This is an optimization exercise on Yosys and OpenROAD, whose aim is small area, not a production implementation. Only simulation tests tie the RTL to the original design; equivalence was not proved. Power figures rest on the tool's default switching activity, not on a simulated workload.

==> flow/design.v (excerpt) <==
module cfpu(
	input										clk,
	input										reset,
	input [(10-1):0]				csr_address,
	input										csr_read,
	output [(32-1):0]				csr_readdata,
	input										csr_write,
	input [(32-1):0]				csr_writedata,
	output										csr_waitrequest,
	input [(10-1):0]		fprint_address,
	input										fprint_write,
	input [(32-1):0]				fprint_writedata,
	output										fprint_waitrequest,
	output										checkpoint_write,
	output [32-1 : 0]				checkpoint_writedata,
	output [27-1 : 0]			checkpoint_address,
	input										checkpoint_waitrequest,
	output										irq
);
integer i;
localparam CS_IDLE = 3'd0, CS_ACC = 3'd1, CS_WAIT = 3'd2, CS_CMPW = 3'd3, CS_ACK = 3'd4;
reg [2:0] cs;
wire exception_sel	= (csr_address == 10'd0);
wire success_sel	= (csr_address == 10'd2);
wire fail_sel		= (csr_address == 10'd3);
wire cat_sel		= (csr_address[5:0] == 6'd4);
wire nmr_sel		= (csr_address == 10'd5);
wire maxcount_sel	= (csr_address == 10'd6);
wire wr_known		= exception_sel | cat_sel | nmr_sel | maxcount_sel;
reg [15:0]	exception_reg;
reg [15:0]	success_reg;
reg [31:0]	fail_reg;
assign irq = exception_reg[6];
wire cmp_status_write;
always @(posedge clk or posedge reset) begin
	if (reset)
		cs <= CS_IDLE;
	else case (cs)
		CS_IDLE:
			if (csr_write) begin
				if (wr_known) cs <= CS_ACC;
			end else if (csr_read)
				cs <= CS_ACC;
			else if (cmp_status_write & ~irq)
				cs <= CS_CMPW;
		CS_ACC:  cs <= CS_WAIT;
		CS_CMPW: cs <= CS_ACK;
		default: cs <= CS_IDLE;
	endcase
end
assign csr_waitrequest = ~(cs == CS_WAIT);
wire csr_status_ack  = (cs == CS_ACK);
wire csr_regs_write  = (cs == CS_ACC) & csr_write & exception_sel;
wire csr_cat_write   = (cs == CS_ACC) & csr_write & cat_sel;
wire csr_nmr_write   = (cs == CS_ACC) & csr_write & nmr_sel;
wire csr_max_write   = (cs == CS_ACC) & csr_write & maxcount_sel;
wire cmp_regs_write  = (cs == CS_CMPW);
assign csr_readdata = exception_sel ? {16'd0, exception_reg} :
					  success_sel   ? {16'd0, success_reg} :
					  fail_sel      ? fail_reg : 32'd0;
wire [3:0]	csr_task	= csr_writedata[19:16];
  ...
clock: 10.0 ns
lec_check: 0
abc_area: 1
cap_margin: 20
core_margin: 2
core_utilization: 50
cts_buf_list: sky130_fd_sc_hd__clkbuf_8
cts_cluster_diameter: 50
cts_cluster_size: 16
slew_margin: 20
run.sh (not shown) runs the stock make flow with config.mk's settings and CLKGATE_MAP_FILE= SYNTH_SCRIPT=/design/flow/synth_recipe.tcl, a recipe that flattens the netlist after the stock synthesis.
Next try:
--- a/flow/design.v
+++ b/flow/design.v
@@ -93,44 +93,49 @@
 reg [3:0]	p_task;
 reg [1:0]	p_lcore;
 reg			cat_late, max_late;		 
 wire p_al = p_task[0] ^ fph;
 always @(posedge clk)
 	if (cs == CS_ACC) begin
 		p_val <= csr_writedata[9:0];
 		p_task <= csr_task;
 		p_lcore <= csr_lcore;
 	end
+reg [1:0]	clr;
+always @(posedge clk or posedge reset) begin
+	if (reset)
+		clr <= 2'b11;
+	else
+		clr <= {clr[0], 1'b0};
+end
+always @(posedge clk) begin
+	for (i = 0; i < 24; i = i + 1) begin
+		ca1[i] <= ca0[i];
+		ca0[i] <= clr[1] ? 4'd0 :
+				  (cat_late && p_al && {p_lcore, p_task[3:1]} == i) ? p_val[3:0] : ca1[i];
+	end
+	for (i = 0; i < 8; i = i + 1) begin
+		mx1[i] <= mx0[i];
+		mx0[i] <= clr[1] ? 10'd0 :
+				  (max_late && p_al && p_task[3:1] == i) ? p_val : mx1[i];
+	end
+end
 always @(posedge clk or posedge reset) begin
 	if (reset) begin
-		for (i = 0; i < 24; i = i + 1) begin
-			ca0[i] <= 0; ca1[i] <= 0;
-		end
-		for (i = 0; i < 8; i = i + 1) begin
-			mx0[i] <= 0; mx1[i] <= 0;
-		end
 		nmr <= 0;
 		cat_late <= 0;
 		max_late <= 0;
 	end else begin
 		if (csr_cat_write) cat_late <= (csr_lcore != 2'd3);
 		else if (p_al) cat_late <= 1'b0;
 		if (csr_max_write) max_late <= 1'b1;
 		else if (p_al) max_late <= 1'b0;
-		for (i = 0; i < 24; i = i + 1) begin
-			ca1[i] <= ca0[i];
-			ca0[i] <= (cat_late && p_al && {p_lcore, p_task[3:1]} == i) ? p_val[3:0] : ca1[i];
-		end
-		for (i = 0; i < 8; i = i + 1) begin
-			mx1[i] <= mx0[i];
-			mx0[i] <= (max_late && p_al && p_task[3:1] == i) ? p_val : mx1[i];
-		end
 		for (i = 0; i < 16; i = i + 1)
 			if (csr_nmr_write && csr_task == i) nmr[i] <= csr_writedata[0];
 	end
 end
 function [3:0] cat_rd(input [1:0] c, input [3:0] t);
 	begin
 		if (cat_late && p_lcore == c && p_task == t)
 			cat_rd = p_val[3:0];
 		else if (t[0] ^ fph)
 			cat_rd = ca1[{c, t[3:1]}];
@@ -342,31 +347,29 @@
 always @(posedge clk or posedge reset) begin
 	if (reset)
 		tid <= 0;
 	else if (cst == C_SET)
 		tid <= task_check;
 end
 wire tc_wr = (cst == C_INC) | (cst == C_TCR);
 wire tc_commit = (tc_wr & (tid[0] ^ fph)) | tc_late;
 wire [9:0] tc_data = ((cst == C_INC) | (cst == C_RST)) ? tc_rd + 1'b1 : 10'd0;
 always @(posedge clk or posedge reset) begin
-	if (reset) begin
+	if (reset)
 		tc_late <= 0;
-		for (i = 0; i < 8; i = i + 1) begin
-			tc0[i] <= 0; tc1[i] <= 0;
-		end
-	end else begin
+	else
 		tc_late <= tc_wr & ~(tid[0] ^ fph);
-		for (i = 0; i < 8; i = i + 1) begin
-			tc1[i] <= tc0[i];
-			tc0[i] <= (tc_commit && tid[3:1] == i) ? tc_data : tc1[i];
-		end
+end
+always @(posedge clk) begin
+	for (i = 0; i < 8; i = i + 1) begin
+		tc1[i] <= tc0[i];
+		tc0[i] <= clr[1] ? 10'd0 : (tc_commit && tid[3:1] == i) ? tc_data : tc1[i];
 	end
 end
 localparam P_IDLE = 2'd0, P_CK = 2'd1, P_ACK = 2'd2;
 reg [1:0] ps;
 reg [1:0] cp_lid;
 wire cp_done = cmp_nmr ? (cp_lid == 2'd2) : (cp_lid == 2'd1);
 assign ckpt_ack = (ps == P_ACK);
 always @(posedge clk or posedge reset) begin
 	if (reset)
 		ps <= P_IDLE;
After rerunning: Register-to-register slack loses 0.10 ns; via count goes up by 1.0%; combinational power goes down by 20%; critical path depth goes up by 2; setup slack gains 0.11 ns; cell area goes down by 2.0%; wire length goes up by 0.58%.

==> static timing again, ports no longer ideal <==
The flow's constraints put no driver on any port. The routed layouts listed below were extracted and timed again, unchanged, in two steps. Step 1 assumes that a clkbuf_16 drives the clock port and a buf_2 every other input. Step 2, shift: input delay + t, output delay - t, t = (earliest + latest rising clock arrival at the registers) / 2. This alone moves slack from input paths to output paths. Three values: ideal, step 1, step 2; two values: the first two.
| run | t, ns | setup WS [ns] | worst hold slack (ns) | slew at the worst register clock pin (ns) | worst slew at a driven data input, ns |
|---|---|---|---|---|---|
| the first run | 1.131 | 2.684 / 2.658 / 2.658 | 0.311 / 0.311 / 0.311 | 0.11 / 0.11 | 0.12 |
| the second run | 1.118 | 2.798 / 2.773 / 2.773 | 0.312 / 0.312 / 0.312 | 0.11 / 0.11 | 0.11 |
After both steps setup and hold are still met in every run listed. The setup slack of the first run, which loses most, moves by -0.026 ns with the drivers and by -0.026 ns with both steps.
